From an optimization exercise on the open Yosys and OpenROAD flow, aimed at small area; shortcuts taken in it are not production practice. RTL that was checked went through simulation tests only; none was proved equivalent to the original.

==> inputs of juniper <==
// audio_lpf
module audio_lpf (
    input  wire               clk,
    input  wire               rst_n,
    input  wire               valid_in,
    input  wire signed [31:0] x_in,
    output wire               valid_out,
    output wire signed [31:0] y_out
);
clock: 10.0 ns
lec_check: 0
cap_margin: 20
core_margin: 2
core_utilization: 40
cts_buf_list: sky130_fd_sc_hd__clkbuf_8
place_density: 0.75
slew_margin: 20
synth_hierarchical: 1
standard.sh (not shown) runs the stock make flow with config.mk's settings and CLKGATE_MAP_FILE= SYNTH_SCRIPT=/design/flow/synth_recipe.tcl, a recipe that flattens the netlist after the stock synthesis.
==> flow/flow/run.sh <==
#!/bin/bash
# Own flow: the standard layout (standard.sh, unchanged synthesis and steps),
# with the I/O port buffers that global placement inserts made from the
# smallest buffer cell, sky130_fd_sc_hd__buf_1, instead of the default choice.
# Each ORFS step keeps its full log under orfs/logs/; this script's own output
# goes to flow_run.log in the work folder.
set -euo pipefail
exec > >(tee -a flow_run.log) 2>&1
echo "run.sh: $(date -u) in $(pwd)"
bash standard.sh "BUFFER_PORTS_ARGS=-buffer_cell sky130_fd_sc_hd__buf_1" finish
echo "run.sh: done $(date -u)"
==> inputs of raven, as changes to juniper <==
--- a/flow/config.mk
+++ b/flow/config.mk
@@ -8,2 +8,4 @@
 export CAP_MARGIN = 20
+export CELL_PAD_IN_SITES_DETAIL_PLACEMENT = 1
+export CELL_PAD_IN_SITES_GLOBAL_PLACEMENT = 1
 export CORE_MARGIN = 2
@@ -11,3 +13,2 @@
 export CTS_BUF_LIST = sky130_fd_sc_hd__clkbuf_8
-export PLACE_DENSITY = 0.75
 export SLEW_MARGIN = 20
==> inputs of cedar, as changes to juniper <==
--- a/flow/config.mk
+++ b/flow/config.mk
@@ -8,4 +8,6 @@
 export CAP_MARGIN = 20
+export CELL_PAD_IN_SITES_DETAIL_PLACEMENT = 1
+export CELL_PAD_IN_SITES_GLOBAL_PLACEMENT = 1
 export CORE_MARGIN = 2
-export CORE_UTILIZATION = 40
+export CORE_UTILIZATION = 55
 export CTS_BUF_LIST = sky130_fd_sc_hd__clkbuf_8
==> inputs of umber, as changes to juniper <==
--- a/flow/config.mk
+++ b/flow/config.mk
@@ -8,2 +8,4 @@
 export CAP_MARGIN = 20
+export CELL_PAD_IN_SITES_DETAIL_PLACEMENT = 1
+export CELL_PAD_IN_SITES_GLOBAL_PLACEMENT = 1
 export CORE_MARGIN = 2
==> run notes <==
Of juniper and umber, juniper has the higher worst hold slack (gap 27 ps).
Utilization: raven is higher than juniper (0.34 points).
Flip-flop and latch count is the same in umber and raven.
Between cedar and umber, the lower die area is in cedar (gap about 27%, measured against umber).
In cedar the register-to-register slack is better than in raven, by 20 ps.


==> 10-14: inputs <==
audio_lpf, a different RTL version from the one above (not shown whole).
// audio_lpf
module audio_lpf (
    input  wire               clk,
    input  wire               rst_n,
    input  wire               valid_in,
    input  wire signed [31:0] x_in,
    output wire               valid_out,
    output wire signed [31:0] y_out
);
    fir u_fir_lpr (
        .clk(clk), .rst_n(rst_n), .valid_in(valid_in), .x_in(x_in),
        .valid_out(valid_out), .y_out(y_out));
endmodule
export LEC_CHECK = 0
export CAP_MARGIN = 20
export CELL_PAD_IN_SITES_DETAIL_PLACEMENT = 1
export CELL_PAD_IN_SITES_GLOBAL_PLACEMENT = 1
export CORE_MARGIN = 2
export CORE_UTILIZATION = 40
export CTS_BUF_LIST = sky130_fd_sc_hd__clkbuf_8
export SLEW_MARGIN = 20
export SYNTH_HIERARCHICAL = 1
create_clock -name core_clock -period 10.0 [get_ports {clk}]
Scripts as last shown in full above: flow/flow/run.sh
==> 02-04 (differences from 10-14) <==
==> flow/run.sh (new file) <==
#!/bin/bash
# synth_recipe.tcl (not shown) runs the flow's synth.tcl, then flattens the netlist and writes it again
# the make line also repeats each setting of config.mk as NAME=value (left out here)
make -C /OpenROAD-flow-scripts/flow DESIGN_CONFIG=/design/flow/config.mk WORK_HOME=/design/flow/orfs CLKGATE_MAP_FILE= SYNTH_SCRIPT=/design/flow/synth_recipe.tcl finish
CTS_BUF_LIST = default   (was sky130_fd_sc_hd__clkbuf_8)
removed: flow/flow/run.sh
removed: flow/standard.sh
==> 08-21 (differences from 10-14) <==
--- a/flow/design.v
+++ b/flow/design.v
@@ -809,45 +809,45 @@
     wire n1038, n1039;
     wire n1040, n1041;
     wire n1042, n1043;
     wire n1044, n1045;
     wire n1046 = n931 ^ n930 ^ n1045;
-    wire n1047;
+    wire n1047 = acc0[0] ^ pl0;
     wire n1048 = acc0[0] | pl0;
-    wire n1049;
+    wire n1049 = acc0[1] ^ n1048;
     wire n1050 = acc0[1] | n1048;
-    wire n1051;
+    wire n1051 = acc0[2] ^ n1050;
     wire n1052 = acc0[2] | n1050;
-    wire n1053;
+    wire n1053 = acc0[3] ^ n1052;
     wire n1054 = acc0[3] | n1052;
-    wire n1055;
+    wire n1055 = acc0[4] ^ n1054;
     wire n1056 = acc0[4] | n1054;
-    wire n1057;
+    wire n1057 = acc0[5] ^ n1056;
     wire n1058 = acc0[5] | n1056;
-    wire n1059;
+    wire n1059 = acc0[6] ^ n1058;
     wire n1060 = acc0[6] | n1058;
-    wire n1061;
+    wire n1061 = acc0[7] ^ n1060;
     wire n1062 = acc0[7] | n1060;
-    wire n1063;
+    wire n1063 = acc0[8] ^ n1062;
     wire n1064 = acc0[8] | n1062;
-    wire n1065;
+    wire n1065 = acc0[9] ^ n1064;
     wire n1066 = acc0[9] | n1064;
     wire n1067, n1068;
     wire n1069 = ~n1067;
-    wire n1070;
+    wire n1070 = acc0[11] ^ n1068;
     wire n1071 = acc0[11] | n1068;
-    wire n1072;
+    wire n1072 = acc0[12] ^ n1071;
     wire n1073 = acc0[12] | n1071;
-    wire n1074;
+    wire n1074 = acc0[13] ^ n1073;
     wire n1075 = acc0[13] | n1073;
-    wire n1076;
+    wire n1076 = acc0[14] ^ n1075;
     wire n1077 = acc0[14] | n1075;
-    wire n1078;
+    wire n1078 = acc0[15] ^ n1077;
     wire n1079 = acc0[15] | n1077;
-    wire n1080;
+    wire n1080 = acc0[16] ^ n1079;
     wire n1081 = acc0[16] | n1079;
-    wire n1082;
+    wire n1082 = acc0[17] ^ n1081;
     wire n1083 = acc0[17] | n1081;
     wire n1084 = acc0[18] ^ n1083;
     aoi222 u_bn6 (.a1(n1), .a2(xv[1]), .b1(n2), .b2(xn[1]), .c1(n3), .c2(xn[0]), .y(n6));
     aoi222 u_bn7 (.a1(n1), .a2(xv[2]), .b1(n2), .b2(xn[2]), .c1(n3), .c2(xn[1]), .y(n7));
     aoi222 u_bn8 (.a1(n1), .a2(xv[3]), .b1(n2), .b2(xn[3]), .c1(n3), .c2(xn[2]), .y(n8));
@@ -1272,28 +1272,11 @@
     fa u_fa270 (.a(n928), .b(n933), .c(n936), .s(n1036), .co(n1037));
     fa u_fa271 (.a(n1031), .b(n1036), .c(n1033), .s(n1038), .co(n1039));
     fa u_fa272 (.a(n916), .b(n929), .c(n915), .s(n1040), .co(n1041));
     fa u_fa273 (.a(n1037), .b(n1040), .c(n1039), .s(n1042), .co(n1043));
     fa u_fa274 (.a(n937), .b(n1041), .c(n1043), .s(n1044), .co(n1045));
-    xor2c u_xo1 (.a(acc0[0]), .b(pl0), .y(n1047));
-    xor2c u_xo2 (.a(acc0[1]), .b(n1048), .y(n1049));
-    xor2c u_xo3 (.a(acc0[2]), .b(n1050), .y(n1051));
-    xor2c u_xo4 (.a(acc0[3]), .b(n1052), .y(n1053));
-    xor2c u_xo5 (.a(acc0[4]), .b(n1054), .y(n1055));
-    xor2c u_xo6 (.a(acc0[5]), .b(n1056), .y(n1057));
-    xor2c u_xo7 (.a(acc0[6]), .b(n1058), .y(n1059));
-    xor2c u_xo8 (.a(acc0[7]), .b(n1060), .y(n1061));
-    xor2c u_xo9 (.a(acc0[8]), .b(n1062), .y(n1063));
-    xor2c u_xo10 (.a(acc0[9]), .b(n1064), .y(n1065));
     fa u_fa275 (.a(acc0[10]), .b(n1066), .c(pm0), .s(n1067), .co(n1068));
-    xor2c u_xo11 (.a(acc0[11]), .b(n1068), .y(n1070));
-    xor2c u_xo12 (.a(acc0[12]), .b(n1071), .y(n1072));
-    xor2c u_xo13 (.a(acc0[13]), .b(n1073), .y(n1074));
-    xor2c u_xo14 (.a(acc0[14]), .b(n1075), .y(n1076));
-    xor2c u_xo15 (.a(acc0[15]), .b(n1077), .y(n1078));
-    xor2c u_xo16 (.a(acc0[16]), .b(n1079), .y(n1080));
-    xor2c u_xo17 (.a(acc0[17]), .b(n1081), .y(n1082));
     assign nxt0 = {n216, n214, n212, n210, n208, n206, n204, n202, n198, n194, n188, n182, n176, n170, n164, n158, n152, n146, n140};
     assign nxt1 = {n535, n533, n531, n529, n527, n523, n519, n513, n507, n499, n491, n481, n471, n461, n451, n441, n431, n421, n411};
     assign nxt2 = {n850, n848, n846, n844, n840, n836, n830, n824, n816, n808, n798, n788, n778, n768, n758, n748, n738, n728};
     assign nxt3 = {n1046, n1044, n1042, n1038, n1034, n1028, n1022, n1016, n1010, n1004, n998, n992, n986, n980};
     always @(posedge clk) begin
@@ -1329,16 +1312,10 @@
     assign y = ~((a1 & a2) | (b1 & b2) | (c1 & c2));
 endmodule
 module aoi22 (input wire a1, input wire a2, input wire b1, input wire b2, output wire y);
     assign y = ~((a1 & a2) | (b1 & b2));
 endmodule
-module xnor2c (input wire a, input wire b, output wire y);
-    assign y = ~(a ^ b);
-endmodule
-module xor2c (input wire a, input wire b, output wire y);
-    assign y = a ^ b;
-endmodule
 module fa (input wire a, input wire b, input wire c, output wire s, output wire co);
     assign s  = a ^ b ^ c;
     assign co = (a & b) | (a & c) | (b & c);
 endmodule
 module audio_lpf (
==> flow/run.sh (new file) <==
#!/bin/bash
# synth_recipe.tcl (not shown) runs the flow's synth.tcl, then flattens the netlist and writes it again
# the make line also repeats each setting of config.mk as NAME=value (left out here)
make -C /OpenROAD-flow-scripts/flow DESIGN_CONFIG=/design/flow/config.mk WORK_HOME=/design/flow/orfs CLKGATE_MAP_FILE= SYNTH_SCRIPT=/design/flow/synth_recipe.tcl finish
CELL_PAD_IN_SITES_DETAIL_PLACEMENT = default   (was 1)
CELL_PAD_IN_SITES_GLOBAL_PLACEMENT = default   (was 1)
CTS_BUF_LIST = default   (was sky130_fd_sc_hd__clkbuf_8)
removed: flow/flow/run.sh
removed: flow/standard.sh
==> qor summary <==
metric                                                                              02-04                             08-21                        10-14
Maximum number of pins on one net before global-route repair                           40                                45                           40
Placer Congestion                                                                   0.875                             0.928                        0.873
Complex-gate fraction of the synthesized area                                       0.237                             0.241                        0.237
Final cell count without fillers                                                     1659                              1670                         1664
Iteration-0 DRC count of the detailed router                                         1788                              2330                         1600
Multi-input combinational area share                                                0.736                             0.730                        0.756
Overall global routing resource usage                                               0.278                             0.251                        0.277
Largest fanout on the critical path                                                    18                                14                           12
Run status                                                       timing/DRC/antenna clean          timing/DRC/antenna clean     timing/DRC/antenna clean
Worst flop-to-flop path startpoint                            u_fir_lpr.ph[2]$_DFFE_PN0P_       u_fir_lpr.ph[0]$_DFFE_PN0P_  u_fir_lpr.ph[2]$_DFFE_PN0P_
Vias per Instance                                                                    6.44                              6.60                         6.49
Clock buffer count                                                                     11                                 9                           11
Mux cell area share after synthesis                                               0.00489                           0.00723                      0.00489
Cell with the largest stage delay on the worst path                 sky130_fd_sc_hd__fa_1  sky130_fd_sc_hd__clkdlybuf4s50_1       sky130_fd_sc_hd__buf_1
Fill cell count                                                                      3408                              2990                         3484
Post-route worst hold slack                                                      0.636 ns                          0.630 ns                     0.632 ns
CTS clk-pin slew, worst paths                                                     0.06 ns                           0.07 ns                      0.09 ns
Count of inverters not on the clock network in the layout                              60                                80                           60
No functional check of the RTL was part of 08-21.

[port drivers added, routing unchanged]
The flow's constraints put no driver on any port. The routed layouts listed below were extracted and timed again, unchanged, in two steps. Step 1 assumes that a clkbuf_16 drives the clock port and a buf_2 every other input. Step 2 adds t to the input delays and takes it off the output delays; t is the mean of the earliest and latest rising clock arrival at the registers after step 1. Input paths then give back, and output paths get back, about the clock's delay inside the block. Three values: no drivers, after step 1, after step 2; two values: the first two.
| run | t (ns) | setup slack, ns | worst hold slack (ns) |
|---|---|---|---|
| juniper | 0.417 | 1.080 / 1.096 / 0.679 | 0.586 / 0.586 / 0.586 |
| raven | 0.450 | 0.743 / 0.760 / 0.311 | 0.561 / 0.561 / 0.561 |
| cedar | 0.433 | 0.909 / 0.928 / 0.495 | 0.565 / 0.565 / 0.565 |
| umber | 0.442 | 1.024 / 1.013 / 0.571 | 0.558 / 0.558 / 0.558 |
| 10-14 | 0.440 | 0.822 / 0.836 / 0.397 | 0.632 / 0.632 / 0.632 |
| 02-04 | 0.397 | 0.842 / 0.866 / 0.469 | 0.636 / 0.636 / 0.636 |
| 08-21 | 0.402 | 0.884 / 0.902 / 0.500 | 0.630 / 0.630 / 0.630 |
After both steps setup and hold are still met in every run listed. The setup slack of umber, which loses most, moves by -0.011 ns with the drivers and by -0.453 ns with both steps.
